Context: an optimization exercise on an open-source flow, tuned for a short achievable clock period and few clock cycles. The choices shown serve that exercise and are no tape-out recipe.
The RTL was checked by simulation tests, not by an equivalence proof against the original design.
Power and IR drop assume default switching activity.

==> build 6: inputs <==
==> flow/design.v (excerpt) <==
module lc_3b_processor(clk,reset,mem_addr,mem_rdata,mem_wdata,mem_we,halt);
==> flow/config.mk <==
export PLATFORM = sky130hd
export DESIGN_NAME = lc_3b_processor
export DESIGN_NICKNAME = lc_3b_processor
export VERILOG_FILES = /design/flow/design.v
export SDC_FILE = /design/flow/constraint.sdc
export NUM_CORES = 4
export LEC_CHECK = 0
export CAP_MARGIN = 20
export CORE_MARGIN = 2
export CORE_UTILIZATION = 35
export PLACE_DENSITY = 0.65
export SETUP_SLACK_MARGIN = 5
export SLEW_MARGIN = 20
export TNS_END_PERCENT = 30
==> flow/constraint.sdc <==
create_clock -name core_clock -period 8.0 [get_ports {clk}]
set_input_delay 1.6000 -clock core_clock [delete_from_list [all_inputs] [get_ports {clk}]]
set_output_delay 1.6000 -clock core_clock [all_outputs]
set_load 0.01 [all_outputs]
standard.sh (not shown) runs the stock make flow with config.mk's settings and CLKGATE_MAP_FILE= SYNTH_SCRIPT=/design/flow/synth_recipe.tcl, a recipe that flattens the netlist after the stock synthesis.
==> flow/flow/run.sh <==
#!/bin/bash
# The standard layout (the standard.sh: ORFS synthesis through finish), with
# one change: the buffers that ORFS puts on every input and output port are
# sky130_fd_sc_hd__buf_8 instead of the slow delay buffer buffer_ports picks by
# default, which footprint-matched resizing can then not replace.
set -euo pipefail
bash standard.sh BUFFER_PORTS_ARGS="-buffer_cell sky130_fd_sc_hd__buf_8" finish > flow_make.log 2>&1
==> build 1 (differences from build 6) <==
--- a/flow/design.v
+++ b/flow/design.v
@@ -49,16 +49,15 @@
   f_sp = ((w[15:12] == 4'b0100) & w[11]) |
          ((w[15:12] == 4'b0000) & (w[8:0] != 9'd0) & ((w[11:9] == 3'b111) | (w[8] & (w[11:9] != 3'b000))));
 endfunction
 reg        x_v;
 reg [15:0] x_pc, x_pc2, x_brt, x_off, x_np;
+reg        x_di;             
 reg        x_pt;             
 reg        x_bh;             
 reg [3:0]  x_hi;
 reg [15:0] x_a, x_b, x_s;
-reg [15:0] x_sa;             
-reg [15:0] x_ia;             
 reg [2:0]  x_dr, x_sr1;
 reg [7:0]  x_wa;             
 reg [7:0]  m_dr;             
 reg [3:0]  x_l_lo, x_l_hi, x_r_lo, x_r_hi, x_s_lo, x_s_hi;   
 reg [2:0]  x_nzp;
@@ -78,13 +77,13 @@
 reg [15:0] shl1, shr1, sra1, shl, shr, sra;
 integer j;
 always @(*) begin
   shl1 = 16'd0; shr1 = 16'd0; sra1 = 16'd0;
   for (j = 0; j < 4; j = j + 1) begin
-    shl1 = shl1 | ({16{x_l_lo[j]}} & (x_sa << j));
-    shr1 = shr1 | ({16{x_r_lo[j]}} & (x_sa >> j));
-    sra1 = sra1 | ({16{x_s_lo[j]}} & ((x_sa >> j) | ~(16'hffff >> j) & {16{x_sa[15]}}));
+    shl1 = shl1 | ({16{x_l_lo[j]}} & (x_a << j));
+    shr1 = shr1 | ({16{x_r_lo[j]}} & (x_a >> j));
+    sra1 = sra1 | ({16{x_s_lo[j]}} & ((x_a >> j) | ~(16'hffff >> j) & {16{x_a[15]}}));
   end
   shl = 16'd0; shr = 16'd0; sra = 16'd0;
   for (j = 0; j < 4; j = j + 1) begin
     shl = shl | ({16{x_l_hi[j]}} & (shl1 << (4*j)));
     shr = shr | ({16{x_r_hi[j]}} & (shr1 >> (4*j)));
@@ -105,16 +104,16 @@
 wire br_take = x_br & ~x_br0 & ((x_nzp[2] & cn) | (x_nzp[1] & cz) | (x_nzp[0] & cp));
 wire jsr_reg = x_jsr & ~x_jsrl & (x_sr1 != 3'd7);    
 wire rel     = br_take | x_jsrl;
 wire indir   = x_jmp | jsr_reg;
 wire taken   = rel | indir;
-wire [15:0] tgt = (x_br | x_jsrl) ? x_brt : x_ia;    
-wire tgt_bad = taken & x_bh & (x_np != tgt);
+wire [15:0] tgt = (x_br | x_jsrl) ? x_brt : x_a;    
+wire tgt_bad = taken & (x_bh | x_di) & (x_np != tgt);
 wire mispred = xv & ~x_ld & ~x_st & ((x_pt != taken) | tgt_bad);
 wire [15:0] rtarget = taken ? tgt : x_pc2;
 wire [15:0] ea;
-add16 u_ea(.a(x_ia), .b(x_off), .s(ea));
+add16 u_ea(.a(x_a), .b(x_off), .s(ea));
 wire xls = xv & (x_ld | x_st);
 wire bupd = xv & taken & (~x_bh | tgt_bad);
 reg        u_upd, u_inv, u_new, u_r7;
 reg [3:0]  u_idx;
 reg [15:0] u_tag, u_tgt;
@@ -153,31 +152,31 @@
 reg        bhit;
 reg [3:0]  bidx;
 reg [15:0] bt;
 integer k;
 reg [NB-1:0] bh;
-reg        bhr;             
-reg [15:0] btt;             
 always @(*) begin
-  bhit = 1'b0; bidx = 4'd0; btt = 16'd0; bhr = 1'b0;
+  bhit = 1'b0; bidx = 4'd0; bt = 16'd0;
   for (k = 0; k < NB; k = k + 1) begin
     bh[k] = bv[k] && btag[k] == areg[TW:1];
     if (bh[k]) begin
-      bhit = 1'b1; bidx = bidx | k;
-      if (br7[k]) bhr = 1'b1; else btt = btt | btgt[k];
+      bhit = 1'b1; bidx = bidx | k; bt = bt | (br7[k] ? rf[7] : btgt[k]);
     end
   end
-  bt = btt | ({16{bhr}} & rf[7]);
 end
 wire [15:0] apc2 = areg + 16'd2;
 wire [15:0] npred = bhit ? bt : apc2;
 wire xls_bad = xls & x_pt;
 wire squash = mispred | xls_bad;
 wire d_stt = d_v & ~d_pt & d_sp;
-wire dredir = d_stt & ~squash & (mcyc | ~xls);
-wire use_bt = ~mcyc & ~xls & ~d_stt;
-wire [15:0] alt = mcyc ? (d_stt ? dbrt : fpc) : xls ? ea : d_stt ? dbrt : apc2;
+wire d_ind = d_v & ~d_pt & ((dop == 4'b1100) | (d_jsr & ~d_ir[11] & ~d_ra[7]));
+wire [15:0] d_itgt = (sxa & x_lea) ? x_brt : rfa;
+wire d_pr = d_stt | d_ind;
+wire [15:0] dtgt = d_stt ? dbrt : d_itgt;
+wire dredir = d_pr & ~squash & (mcyc | ~xls);
+wire use_bt = ~mcyc & ~xls & ~d_pr;
+wire [15:0] alt = mcyc ? (d_pr ? dtgt : fpc) : xls ? ea : d_pr ? dtgt : apc2;
 wire [15:0] anext = ({16{use_bt}} & bt) | ({16{~(use_bt & bhit)}} & alt);
 wire halt_set = d_v & d_z & ~squash & ~(xv & x_st) & ~halt_r;
 integer i;
 always @(posedge clk) begin
   if (!reset) begin
@@ -254,15 +253,13 @@
     m_dr <= x_wa;
     mbyte <= ~x_word;
     wd_r <= x_word ? x_s : {x_s[7:0], x_s[7:0]};
     sk_ir <= mem_rdata; sk_off <= f_off(mem_rdata); sk_sp <= f_sp(mem_rdata); sk_ra <= f_1h(mem_rdata[8:6]); sk_rb <= f_1h(mem_rdata[2:0]); sk_rs <= f_1h(mem_rdata[11:9]); sk_pc <= areg; sk_pc2 <= apc2; sk_pt <= bhit; sk_hi <= bidx; sk_np <= bt;
   end
-  x_pc <= d_pc; x_pc2 <= d_pc2; x_brt <= dbrt; x_np <= d_np;
-  x_pt <= d_pt | d_stt; x_bh <= d_pt; x_hi <= d_hi;
+  x_pc <= d_pc; x_pc2 <= d_pc2; x_brt <= dbrt; x_np <= d_ind ? d_itgt : d_np; x_di <= d_ind;
+  x_pt <= d_pt | d_pr; x_bh <= d_pt; x_hi <= d_hi;
   x_a <= opa; x_b <= opb; x_s <= ops;
-  x_sa <= d_shf ? opa : 16'd0;
-  x_ia <= ((dop == 4'b0010) | (dop == 4'b0110) | (dop == 4'b0011) | (dop == 4'b0111) | d_jsr | (dop == 4'b1100)) ? opa : 16'd0;
   x_dr <= d_ir[11:9]; x_sr1 <= d_ir[8:6]; x_wa <= d_jsr ? 8'h80 : d_rs;
   x_nzp <= d_ir[11:9];
   x_l_lo <= {4{d_shf & (d_ir[5:4] == 2'b00)}} & (4'd1 << d_ir[1:0]);
   x_l_hi <= {4{d_shf & (d_ir[5:4] == 2'b00)}} & (4'd1 << d_ir[3:2]);
   x_r_lo <= {4{d_shf & (d_ir[5:4] == 2'b01)}} & (4'd1 << d_ir[1:0]);
CORE_UTILIZATION = 40   (was 35)
PLACE_DENSITY = unset   (was 0.65)
TNS_END_PERCENT = 10   (was 30)
==> build 51 (differences from build 6) <==
--- a/flow/design.v
+++ b/flow/design.v
@@ -53,12 +53,10 @@
 reg [15:0] x_pc, x_pc2, x_brt, x_off, x_np;
 reg        x_pt;             
 reg        x_bh;             
 reg [3:0]  x_hi;
 reg [15:0] x_a, x_b, x_s;
-reg [15:0] x_sa;             
-reg [15:0] x_ia;             
 reg [2:0]  x_dr, x_sr1;
 reg [7:0]  x_wa;             
 reg [7:0]  m_dr;             
 reg [3:0]  x_l_lo, x_l_hi, x_r_lo, x_r_hi, x_s_lo, x_s_hi;   
 reg [2:0]  x_nzp;
@@ -78,13 +76,13 @@
 reg [15:0] shl1, shr1, sra1, shl, shr, sra;
 integer j;
 always @(*) begin
   shl1 = 16'd0; shr1 = 16'd0; sra1 = 16'd0;
   for (j = 0; j < 4; j = j + 1) begin
-    shl1 = shl1 | ({16{x_l_lo[j]}} & (x_sa << j));
-    shr1 = shr1 | ({16{x_r_lo[j]}} & (x_sa >> j));
-    sra1 = sra1 | ({16{x_s_lo[j]}} & ((x_sa >> j) | ~(16'hffff >> j) & {16{x_sa[15]}}));
+    shl1 = shl1 | ({16{x_l_lo[j]}} & (x_a << j));
+    shr1 = shr1 | ({16{x_r_lo[j]}} & (x_a >> j));
+    sra1 = sra1 | ({16{x_s_lo[j]}} & ((x_a >> j) | ~(16'hffff >> j) & {16{x_a[15]}}));
   end
   shl = 16'd0; shr = 16'd0; sra = 16'd0;
   for (j = 0; j < 4; j = j + 1) begin
     shl = shl | ({16{x_l_hi[j]}} & (shl1 << (4*j)));
     shr = shr | ({16{x_r_hi[j]}} & (shr1 >> (4*j)));
@@ -105,16 +103,16 @@
 wire br_take = x_br & ~x_br0 & ((x_nzp[2] & cn) | (x_nzp[1] & cz) | (x_nzp[0] & cp));
 wire jsr_reg = x_jsr & ~x_jsrl & (x_sr1 != 3'd7);    
 wire rel     = br_take | x_jsrl;
 wire indir   = x_jmp | jsr_reg;
 wire taken   = rel | indir;
-wire [15:0] tgt = (x_br | x_jsrl) ? x_brt : x_ia;    
+wire [15:0] tgt = (x_br | x_jsrl) ? x_brt : x_a;    
 wire tgt_bad = taken & x_bh & (x_np != tgt);
 wire mispred = xv & ~x_ld & ~x_st & ((x_pt != taken) | tgt_bad);
 wire [15:0] rtarget = taken ? tgt : x_pc2;
 wire [15:0] ea;
-add16 u_ea(.a(x_ia), .b(x_off), .s(ea));
+add16 u_ea(.a(x_a), .b(x_off), .s(ea));
 wire xls = xv & (x_ld | x_st);
 wire bupd = xv & taken & (~x_bh | tgt_bad);
 reg        u_upd, u_inv, u_new, u_r7;
 reg [3:0]  u_idx;
 reg [15:0] u_tag, u_tgt;
@@ -153,22 +151,18 @@
 reg        bhit;
 reg [3:0]  bidx;
 reg [15:0] bt;
 integer k;
 reg [NB-1:0] bh;
-reg        bhr;             
-reg [15:0] btt;             
 always @(*) begin
-  bhit = 1'b0; bidx = 4'd0; btt = 16'd0; bhr = 1'b0;
+  bhit = 1'b0; bidx = 4'd0; bt = 16'd0;
   for (k = 0; k < NB; k = k + 1) begin
     bh[k] = bv[k] && btag[k] == areg[TW:1];
     if (bh[k]) begin
-      bhit = 1'b1; bidx = bidx | k;
-      if (br7[k]) bhr = 1'b1; else btt = btt | btgt[k];
+      bhit = 1'b1; bidx = bidx | k; bt = bt | (br7[k] ? rf[7] : btgt[k]);
     end
   end
-  bt = btt | ({16{bhr}} & rf[7]);
 end
 wire [15:0] apc2 = areg + 16'd2;
 wire [15:0] npred = bhit ? bt : apc2;
 wire xls_bad = xls & x_pt;
 wire squash = mispred | xls_bad;
@@ -257,12 +251,10 @@
     sk_ir <= mem_rdata; sk_off <= f_off(mem_rdata); sk_sp <= f_sp(mem_rdata); sk_ra <= f_1h(mem_rdata[8:6]); sk_rb <= f_1h(mem_rdata[2:0]); sk_rs <= f_1h(mem_rdata[11:9]); sk_pc <= areg; sk_pc2 <= apc2; sk_pt <= bhit; sk_hi <= bidx; sk_np <= bt;
   end
   x_pc <= d_pc; x_pc2 <= d_pc2; x_brt <= dbrt; x_np <= d_np;
   x_pt <= d_pt | d_stt; x_bh <= d_pt; x_hi <= d_hi;
   x_a <= opa; x_b <= opb; x_s <= ops;
-  x_sa <= d_shf ? opa : 16'd0;
-  x_ia <= ((dop == 4'b0010) | (dop == 4'b0110) | (dop == 4'b0011) | (dop == 4'b0111) | d_jsr | (dop == 4'b1100)) ? opa : 16'd0;
   x_dr <= d_ir[11:9]; x_sr1 <= d_ir[8:6]; x_wa <= d_jsr ? 8'h80 : d_rs;
   x_nzp <= d_ir[11:9];
   x_l_lo <= {4{d_shf & (d_ir[5:4] == 2'b00)}} & (4'd1 << d_ir[1:0]);
   x_l_hi <= {4{d_shf & (d_ir[5:4] == 2'b00)}} & (4'd1 << d_ir[3:2]);
   x_r_lo <= {4{d_shf & (d_ir[5:4] == 2'b01)}} & (4'd1 << d_ir[1:0]);
CORE_UTILIZATION = 40   (was 35)
PLACE_DENSITY = unset   (was 0.65)
TNS_END_PERCENT = 10   (was 30)
==> summary of the runs <==
- Between build 6 and build 1, the lower via count is in build 6 (gap about 7%, measured against build 1).
- Global-route usage: build 51 > build 1 > build 6.
- Worst setup slack, highest first: build 51, build 1, build 6.
- In sequential power, build 6 and build 1 hardly differ.
- Register-to-register slack: build 51 is better than build 1 (60 ps).
- Worst hold slack, highest first: build 1, build 6, build 51.
- The lowest routed wire length belongs to build 6, the highest to build 1.
- In power, build 6 and build 1 hardly differ.
- Between build 6 and build 51, the lower synthesized cell count is in build 6 (gap about 6.5%, measured against build 51).
==> figures <==
quantity                                                                                                             build 6                  build 51                  build 1
Met2 Usage GRT                                                                                                         34.6%                     41.8%                    40.2%
Wire length of the first global-routing pass                                                                          238 mm                    254 mm                   259 mm
Switching part of the total                                                                                            26.6%                     27.4%                    27.4%
Worst slew margin relative to its limit                                                                                14.5%                     20.7%                    16.6%
Number of detailed-route iterations in the first pass                                                                     19                         7                        9
Critical Path Source                                                                                       d_ir[0]$_DFFE_PN_        areg[4]$_SDFF_PN0_       areg[0]$_SDFF_PN0_
Clock net power                                                                                                      5.07 mW                   5.04 mW                  5.03 mW
Crit path to                                                                                             areg[13]$_SDFF_PN0_         d_np[1]$_DFFE_PN_              mem_addr[0]
Run status                                                                                           complete, no violations   complete, no violations  complete, no violations
Length of routed met2 wiring                                                                                         73.2 mm                   76.4 mm                  76.0 mm
Total wire length after detailed routing                                                                              172 mm                    179 mm                   182 mm
Max IR drop VDD                                                                                                     0.176 mV                  0.188 mV                 0.204 mV
Dominant cell type by count on the critical path                                                    sky130_fd_sc_hd__a221o_1  sky130_fd_sc_hd__nand4_1                        -
Beginning of the worst hold path                                                                             x_pc[8]$_DFF_P_         d_np[3]$_DFFE_PN_          x_pc[6]$_DFF_P_
Mapped Avg Cell Area                                                                                                12.2 um2                  11.8 um2                 11.7 um2
Maximum achievable frequency                                                                                         277 MHz                   317 MHz                  307 MHz
Total power density per cell area                                                                                 236 nW/um2                232 nW/um2               232 nW/um2
Post-Place Cell Area                                                                                               49400 um2                 50700 um2                51700 um2
Arithmetic-cell share of the synthesized area counting full adders, half adders and majority gates                     1.39%                     1.34%                    1.32%
Testbench counts of build 6, summed over its fixed seeds: cycles 82,386.
Testbench counts of build 1, summed over its fixed seeds: cycles 81,701.
Testbench counts of build 51, summed over its fixed seeds: cycles 82,386.

what the ideal ports hide:
No port has a modelled driver above. Below, the same layouts with a new extraction and two added sets of constraints.
Step 1 (the two cells are an assumption about what drives the block):
set clk [get_ports {clk}]
set_driving_cell -lib_cell sky130_fd_sc_hd__clkbuf_16 $clk
set_driving_cell -lib_cell sky130_fd_sc_hd__buf_2 [delete_from_list [all_inputs] $clk]
Step 2, shift: input delay + t, output delay - t, t = (earliest + latest rising clock arrival at the registers) / 2. This alone moves slack from input paths to output paths.
a / b / c = ideal / step 1 / step 2; a / b = the first two.
run | t, ns | slack for setup (ns) | worst slew at a driven data input, ns
build 6 | 0.790 | 4.393 / 4.393 / 4.349 | 0.07
build 1 | 0.768 | 4.743 / 4.675 / 4.620 | 0.06
build 51 | 0.776 | 4.847 / 4.821 / 4.344 | 0.06
After both steps setup and hold are still met in every run listed. For build 51, which loses most, drivers alone change the setup slack by -0.026 ns; drivers and shift together by -0.503 ns.
